Context: an optimization exercise on an open-source flow, tuned for small area. The choices shown serve that exercise and are no tape-out recipe.
In this exercise RTL edits were held to simulation tests only and were not proved equivalent to the original.
Power is estimated from default activity; no workload was simulated.

==> run H: inputs <==
Design Tile_PECore, start of the top module:
module Tile_PECore (
  input [15:0] SB_T0_EAST_SB_IN_B16_0,
  input [0:0] SB_T0_EAST_SB_IN_B1_0,
  output [0:0] SB_T0_EAST_SB_OUT_B1,
  output [15:0] SB_T0_EAST_SB_OUT_B16,
  input [15:0] SB_T0_NORTH_SB_IN_B16_0,
  input [0:0] SB_T0_NORTH_SB_IN_B1_0,
  output [0:0] SB_T0_NORTH_SB_OUT_B1,
  output [15:0] SB_T0_NORTH_SB_OUT_B16,
  input [15:0] SB_T0_SOUTH_SB_IN_B16_0,
  input [0:0] SB_T0_SOUTH_SB_IN_B1_0,
  output [0:0] SB_T0_SOUTH_SB_OUT_B1,
  output [15:0] SB_T0_SOUTH_SB_OUT_B16,
  input [15:0] SB_T0_WEST_SB_IN_B16_0,
  input [0:0] SB_T0_WEST_SB_IN_B1_0,
  output [0:0] SB_T0_WEST_SB_OUT_B1,
  output [15:0] SB_T0_WEST_SB_OUT_B16,
  input [15:0] SB_T1_EAST_SB_IN_B16_0,
  input [0:0] SB_T1_EAST_SB_IN_B1_0,
  output [0:0] SB_T1_EAST_SB_OUT_B1,
  output [15:0] SB_T1_EAST_SB_OUT_B16,
  input [15:0] SB_T1_NORTH_SB_IN_B16_0,
  input [0:0] SB_T1_NORTH_SB_IN_B1_0,
  output [0:0] SB_T1_NORTH_SB_OUT_B1,
  output [15:0] SB_T1_NORTH_SB_OUT_B16,
  input [15:0] SB_T1_SOUTH_SB_IN_B16_0,
  input [0:0] SB_T1_SOUTH_SB_IN_B1_0,
  output [0:0] SB_T1_SOUTH_SB_OUT_B1,
  output [15:0] SB_T1_SOUTH_SB_OUT_B16,
  input [15:0] SB_T1_WEST_SB_IN_B16_0,
  input [0:0] SB_T1_WEST_SB_IN_B1_0,
  output [0:0] SB_T1_WEST_SB_OUT_B1,
  output [15:0] SB_T1_WEST_SB_OUT_B16,
  input [15:0] SB_T2_EAST_SB_IN_B16_0,
  input [0:0] SB_T2_EAST_SB_IN_B1_0,
  output [0:0] SB_T2_EAST_SB_OUT_B1,
  output [15:0] SB_T2_EAST_SB_OUT_B16,
  input [15:0] SB_T2_NORTH_SB_IN_B16_0,
  input [0:0] SB_T2_NORTH_SB_IN_B1_0,
  output [0:0] SB_T2_NORTH_SB_OUT_B1,
  output [15:0] SB_T2_NORTH_SB_OUT_B16,
  input [15:0] SB_T2_SOUTH_SB_IN_B16_0,
  input [0:0] SB_T2_SOUTH_SB_IN_B1_0,
  output [0:0] SB_T2_SOUTH_SB_OUT_B1,
  output [15:0] SB_T2_SOUTH_SB_OUT_B16,
  input [15:0] SB_T2_WEST_SB_IN_B16_0,
  input [0:0] SB_T2_WEST_SB_IN_B1_0,
  output [0:0] SB_T2_WEST_SB_OUT_B1,
  output [15:0] SB_T2_WEST_SB_OUT_B16,
  input [15:0] SB_T3_EAST_SB_IN_B16_0,
  input [0:0] SB_T3_EAST_SB_IN_B1_0,
  output [0:0] SB_T3_EAST_SB_OUT_B1,
  output [15:0] SB_T3_EAST_SB_OUT_B16,
  input [15:0] SB_T3_NORTH_SB_IN_B16_0,
  input [0:0] SB_T3_NORTH_SB_IN_B1_0,
  output [0:0] SB_T3_NORTH_SB_OUT_B1,
  output [15:0] SB_T3_NORTH_SB_OUT_B16,
  input [15:0] SB_T3_SOUTH_SB_IN_B16_0,
  input [0:0] SB_T3_SOUTH_SB_IN_B1_0,
  output [0:0] SB_T3_SOUTH_SB_OUT_B1,
  output [15:0] SB_T3_SOUTH_SB_OUT_B16,
  input [15:0] SB_T3_WEST_SB_IN_B16_0,
  input [0:0] SB_T3_WEST_SB_IN_B1_0,
  output [0:0] SB_T3_WEST_SB_OUT_B1,
  output [15:0] SB_T3_WEST_SB_OUT_B16,
  input [15:0] SB_T4_EAST_SB_IN_B16_0,
  input [0:0] SB_T4_EAST_SB_IN_B1_0,
  output [0:0] SB_T4_EAST_SB_OUT_B1,
  output [15:0] SB_T4_EAST_SB_OUT_B16,
  input [15:0] SB_T4_NORTH_SB_IN_B16_0,
  input [0:0] SB_T4_NORTH_SB_IN_B1_0,
  output [0:0] SB_T4_NORTH_SB_OUT_B1,
  output [15:0] SB_T4_NORTH_SB_OUT_B16,
  input [15:0] SB_T4_SOUTH_SB_IN_B16_0,
  input [0:0] SB_T4_SOUTH_SB_IN_B1_0,
  output [0:0] SB_T4_SOUTH_SB_OUT_B1,
  output [15:0] SB_T4_SOUTH_SB_OUT_B16,
  input [15:0] SB_T4_WEST_SB_IN_B16_0,
  input [0:0] SB_T4_WEST_SB_IN_B1_0,
  output [0:0] SB_T4_WEST_SB_OUT_B1,
  output [15:0] SB_T4_WEST_SB_OUT_B16,
  input  clk,
  input [31:0] config_config_addr,
  input [31:0] config_config_data,
  output [31:0] config_out_config_addr,
  output [31:0] config_out_config_data,
  output [0:0] config_out_read,
  output [0:0] config_out_write,
  input [0:0] config_read,
  input [0:0] config_write,
  output [31:0] read_config_data,
  input [31:0] read_config_data_in,
  input  reset,
  output  reset_out,
  input [3:0] stall,
  output [3:0] stall_out,
  input [15:0] tile_id
);
==> module cb_mux_bit, before the edit <==
module cb_mux_bit (
  input  [19:0] a,
  input  [19:0] h,
  output y
);
  wire [5:0] x;
  wire       x03;
  cell_aoi222 u_x0 (.a1(h[0]),  .a2(a[0]),  .b1(h[1]),  .b2(a[1]),  .c1(h[2]),  .c2(a[2]),  .y(x[0]));
  cell_aoi222 u_x1 (.a1(h[3]),  .a2(a[3]),  .b1(h[4]),  .b2(a[4]),  .c1(h[5]),  .c2(a[5]),  .y(x[1]));
  cell_aoi222 u_x2 (.a1(h[6]),  .a2(a[6]),  .b1(h[7]),  .b2(a[7]),  .c1(h[8]),  .c2(a[8]),  .y(x[2]));
  cell_aoi222 u_x3 (.a1(h[9]),  .a2(a[9]),  .b1(h[10]), .b2(a[10]), .c1(h[11]), .c2(a[11]), .y(x[3]));
  cell_aoi222 u_x4 (.a1(h[12]), .a2(a[12]), .b1(h[13]), .b2(a[13]), .c1(h[14]), .c2(a[14]), .y(x[4]));
  cell_aoi222 u_x5 (.a1(h[15]), .a2(a[15]), .b1(h[16]), .b2(a[16]), .c1(h[17]), .c2(a[17]), .y(x[5]));
  cell_and4   u_a  (.a(x[0]), .b(x[1]), .c(x[2]), .d(x[3]), .y(x03));
  cb_mux_tail u_y  (.x03(x03), .x4(x[4]), .x5(x[5]), .h18(h[18]), .a18(a[18]), .h19(h[19]), .a19(a[19]), .y(y));
endmodule
==> module cb_mux_tail, before the edit <==
module cb_mux_tail (input x03, x4, x5, h18, a18, h19, a19, output y);
  wire x6 = ~((h18 & a18) | (h19 & a19));
  assign y = ~(x03 & x4 & x5 & x6);
endmodule
==> flow/config.mk <==
export PLATFORM = sky130hd
export DESIGN_NAME = Tile_PECore
export DESIGN_NICKNAME = Tile_PECore
export VERILOG_FILES = /design/flow/design.v
export SDC_FILE = /design/flow/constraint.sdc
export NUM_CORES = 4
export LEC_CHECK = 0
export CAP_MARGIN = 3
export CELL_PAD_IN_SITES_DETAIL_PLACEMENT = 1
export CELL_PAD_IN_SITES_GLOBAL_PLACEMENT = 1
export CORE_MARGIN = 2
export CORE_UTILIZATION = 30
export GPL_TIMING_DRIVEN = 0
export PLACE_DENSITY = 0.42
export SETUP_SLACK_MARGIN = 0.5
export SLEW_MARGIN = 3
export SYNTH_HIERARCHICAL = 1
export SYNTH_MINIMUM_KEEP_SIZE = 0
==> flow/constraint.sdc <==
create_clock -name core_clock -period 25.0 [get_ports {clk}]
set_input_delay 5.0000 -clock core_clock [delete_from_list [all_inputs] [get_ports {clk}]]
set_output_delay 5.0000 -clock core_clock [all_outputs]
set_load 0.01 [all_outputs]
standard.sh (not shown) runs the stock make flow with config.mk's settings and CLKGATE_MAP_FILE= SYNTH_SCRIPT=/design/flow/synth_recipe.tcl, a recipe that flattens the netlist after the stock synthesis.
==> flow/flow/run.sh <==
#!/bin/bash
# The standard layout, with these changes to how it is made:
#  - the port buffers use the smallest buffer cell (every port still gets its own buffer);
#  - synthesis buffers are removed at floorplan (REMOVE_ABC_BUFFERS) instead of at a
#    timing-driven global placement (GPL_TIMING_DRIVEN is 0 in config.mk);
#  - clock tree synthesis without dummy loads.
set -euo pipefail
bash standard.sh "BUFFER_PORTS_ARGS=-buffer_cell sky130_fd_sc_hd__buf_1" REMOVE_ABC_BUFFERS=1 \
  "CTS_ARGS=-sink_clustering_enable -repair_clock_nets -dont_use_dummy_load" \
  finish > make_finish.log 2>&1
==> inputs of run A, as changes to run H <==
--- a/flow/design.v
+++ b/flow/design.v
@@ -477,7 +477,7 @@
   input  [19:0] h,
   output y
 );
-  wire [5:0] x;
+  wire [6:0] x;
   wire       x03;
   cell_aoi222 u_x0 (.a1(h[0]),  .a2(a[0]),  .b1(h[1]),  .b2(a[1]),  .c1(h[2]),  .c2(a[2]),  .y(x[0]));
   cell_aoi222 u_x1 (.a1(h[3]),  .a2(a[3]),  .b1(h[4]),  .b2(a[4]),  .c1(h[5]),  .c2(a[5]),  .y(x[1]));
@@ -485,12 +485,12 @@
   cell_aoi222 u_x3 (.a1(h[9]),  .a2(a[9]),  .b1(h[10]), .b2(a[10]), .c1(h[11]), .c2(a[11]), .y(x[3]));
   cell_aoi222 u_x4 (.a1(h[12]), .a2(a[12]), .b1(h[13]), .b2(a[13]), .c1(h[14]), .c2(a[14]), .y(x[4]));
   cell_aoi222 u_x5 (.a1(h[15]), .a2(a[15]), .b1(h[16]), .b2(a[16]), .c1(h[17]), .c2(a[17]), .y(x[5]));
+  cell_aoi22  u_x6 (.a1(h[18]), .a2(a[18]), .b1(h[19]), .b2(a[19]), .y(x[6]));
   cell_and4   u_a  (.a(x[0]), .b(x[1]), .c(x[2]), .d(x[3]), .y(x03));
-  cb_mux_tail u_y  (.x03(x03), .x4(x[4]), .x5(x[5]), .h18(h[18]), .a18(a[18]), .h19(h[19]), .a19(a[19]), .y(y));
+  cell_nand4  u_y  (.a(x03), .b(x[4]), .c(x[5]), .d(x[6]), .y(y));
 endmodule
-module cb_mux_tail (input x03, x4, x5, h18, a18, h19, a19, output y);
-  wire x6 = ~((h18 & a18) | (h19 & a19));
-  assign y = ~(x03 & x4 & x5 & x6);
+module cell_aoi22 (input a1, a2, b1, b2, output y);
+  assign y = ~((a1 & a2) | (b1 & b2));
 endmodule
 module cell_and4 (input a, b, c, d, output y);
   assign y = a & b & c & d;
Settings changed: CAP_MARGIN 3 to 20, SLEW_MARGIN 3 to 20.
==> inputs of run B, as changes to run H <==
--- a/flow/design.v
+++ b/flow/design.v
@@ -477,7 +477,7 @@
   input  [19:0] h,
   output y
 );
-  wire [5:0] x;
+  wire [6:0] x;
   wire       x03;
   cell_aoi222 u_x0 (.a1(h[0]),  .a2(a[0]),  .b1(h[1]),  .b2(a[1]),  .c1(h[2]),  .c2(a[2]),  .y(x[0]));
   cell_aoi222 u_x1 (.a1(h[3]),  .a2(a[3]),  .b1(h[4]),  .b2(a[4]),  .c1(h[5]),  .c2(a[5]),  .y(x[1]));
@@ -485,12 +485,12 @@
   cell_aoi222 u_x3 (.a1(h[9]),  .a2(a[9]),  .b1(h[10]), .b2(a[10]), .c1(h[11]), .c2(a[11]), .y(x[3]));
   cell_aoi222 u_x4 (.a1(h[12]), .a2(a[12]), .b1(h[13]), .b2(a[13]), .c1(h[14]), .c2(a[14]), .y(x[4]));
   cell_aoi222 u_x5 (.a1(h[15]), .a2(a[15]), .b1(h[16]), .b2(a[16]), .c1(h[17]), .c2(a[17]), .y(x[5]));
+  cell_aoi22  u_x6 (.a1(h[18]), .a2(a[18]), .b1(h[19]), .b2(a[19]), .y(x[6]));
   cell_and4   u_a  (.a(x[0]), .b(x[1]), .c(x[2]), .d(x[3]), .y(x03));
-  cb_mux_tail u_y  (.x03(x03), .x4(x[4]), .x5(x[5]), .h18(h[18]), .a18(a[18]), .h19(h[19]), .a19(a[19]), .y(y));
+  cell_nand4  u_y  (.a(x03), .b(x[4]), .c(x[5]), .d(x[6]), .y(y));
 endmodule
-module cb_mux_tail (input x03, x4, x5, h18, a18, h19, a19, output y);
-  wire x6 = ~((h18 & a18) | (h19 & a19));
-  assign y = ~(x03 & x4 & x5 & x6);
+module cell_aoi22 (input a1, a2, b1, b2, output y);
+  assign y = ~((a1 & a2) | (b1 & b2));
 endmodule
 module cell_and4 (input a, b, c, d, output y);
   assign y = a & b & c & d;
==> flow/flow/run.sh (replaced) <==
#!/bin/bash
# The standard layout, with three changes to how it is made:
#  - the port buffers use the smallest buffer cell (every port still gets its own buffer);
#  - synthesis buffers are removed at floorplan (REMOVE_ABC_BUFFERS) instead of at a
#    timing-driven global placement (GPL_TIMING_DRIVEN is 0 in config.mk).
set -euo pipefail
bash standard.sh "BUFFER_PORTS_ARGS=-buffer_cell sky130_fd_sc_hd__buf_1" REMOVE_ABC_BUFFERS=1 finish > make_finish.log 2>&1
Settings changed: CAP_MARGIN 3 to 20, SETUP_SLACK_MARGIN 0.5 to not set, SLEW_MARGIN 3 to 20.
==> qor summary <==
	run H	run B	run A
Startpoint of the worst register-to-register path	cb_sel[21]	cb_sel[21]	cb_sel[16]
Final cell count without fillers	5,587	5,613	5,597
Synthesized area divided by synthesized cell count	9.244 µm²	9.298 µm²	9.298 µm²
FMAX	0.04167 GHz	0.04082 GHz	0.04154 GHz
Non-clock buffer contribution to total cell area	0.1164	0.1195	0.1194
Critical Path Start	SB_T2_SOUTH_SB_IN_B16_0[15]	SB_T0_NORTH_SB_IN_B16_0[0]	SB_T0_NORTH_SB_IN_B16_0[3]
Sequential cell fraction of total power	0.387	0.359	0.385
Worst setup skew after layout	0.02978 ns	0.01297 ns	0.02732 ns
Full die area	0.1063 mm²	0.1069 mm²	0.1069 mm²
Transition time of the tightest slew-check pin	1.504 ns	1.375 ns	1.346 ns
Fillers	12,350	12,350	12,360
Routability congestion estimate from global placement	1.020	1.000	1.000
Detailed Routing Iterations Pass 1	15	15	17
Routed vias/inst	7.342	7.369	7.382
Fraction of final layout cells with drive strength greater than 1	0.1091	0.1363	0.1344
Post-CTS setup buffers	11	0	0
Vias	41,020	41,360	41,320
Combinational fraction of design power	0.317	0.296	0.318
Clock transition time at the flip-flop clock pins of the worst setup and hold paths	0.06 ns	0.07 ns	0.06 ns
Share of the cycle needed by the critical path after routing	0.9600	0.9798	0.9630
Biggest fanout along the worst timing path	30	20	19
Wl on met1	95.19 mm	96.45 mm	96.00 mm
End of the critical path	SB_T3_NORTH_SB_OUT_B1[0]	SB_T4_NORTH_SB_OUT_B1[0]	SB_T3_WEST_SB_OUT_B1[0]
Outcome	complete, but fails checks	finished clean	finished clean
Violated checks	capacitance limit, slew limit	-	-
Post-layout instance area	0.03710 mm²	0.03775 mm²	0.03763 mm²
Sequential Power	319 µW	318 µW	319 µW

==> what the ideal ports hide <==
How much do the figures lean on ideal ports? The routed layouts below were timed once more, with nothing changed but the port constraints.
Step 1, drivers: a clkbuf_16 drives clk and a buf_2 each remaining input, both assumed.
Step 2 times the ports against the registers' clock, not the clock port: input delays grow and output delays shrink by t, the midpoint of the rising clock arrivals with the driver on.
Slacks: no drivers / after step 1 / after step 2; pairs: no drivers / after step 1.
| run | t, ns | setup WS [ns] | slew at the worst register clock pin (ns) |
|---|---|---|---|
| run H | 0.564 | 0.999 / 0.920 / 0.920 | 0.09 / 0.09 |
| run A | 0.566 | 0.925 / 0.897 / 0.897 | 0.08 / 0.08 |
| run B | 0.569 | 0.504 / 0.450 / 0.450 | 0.09 / 0.09 |
The setup slack of run H, which loses most, moves by -0.079 ns with the drivers and by -0.079 ns with both steps.
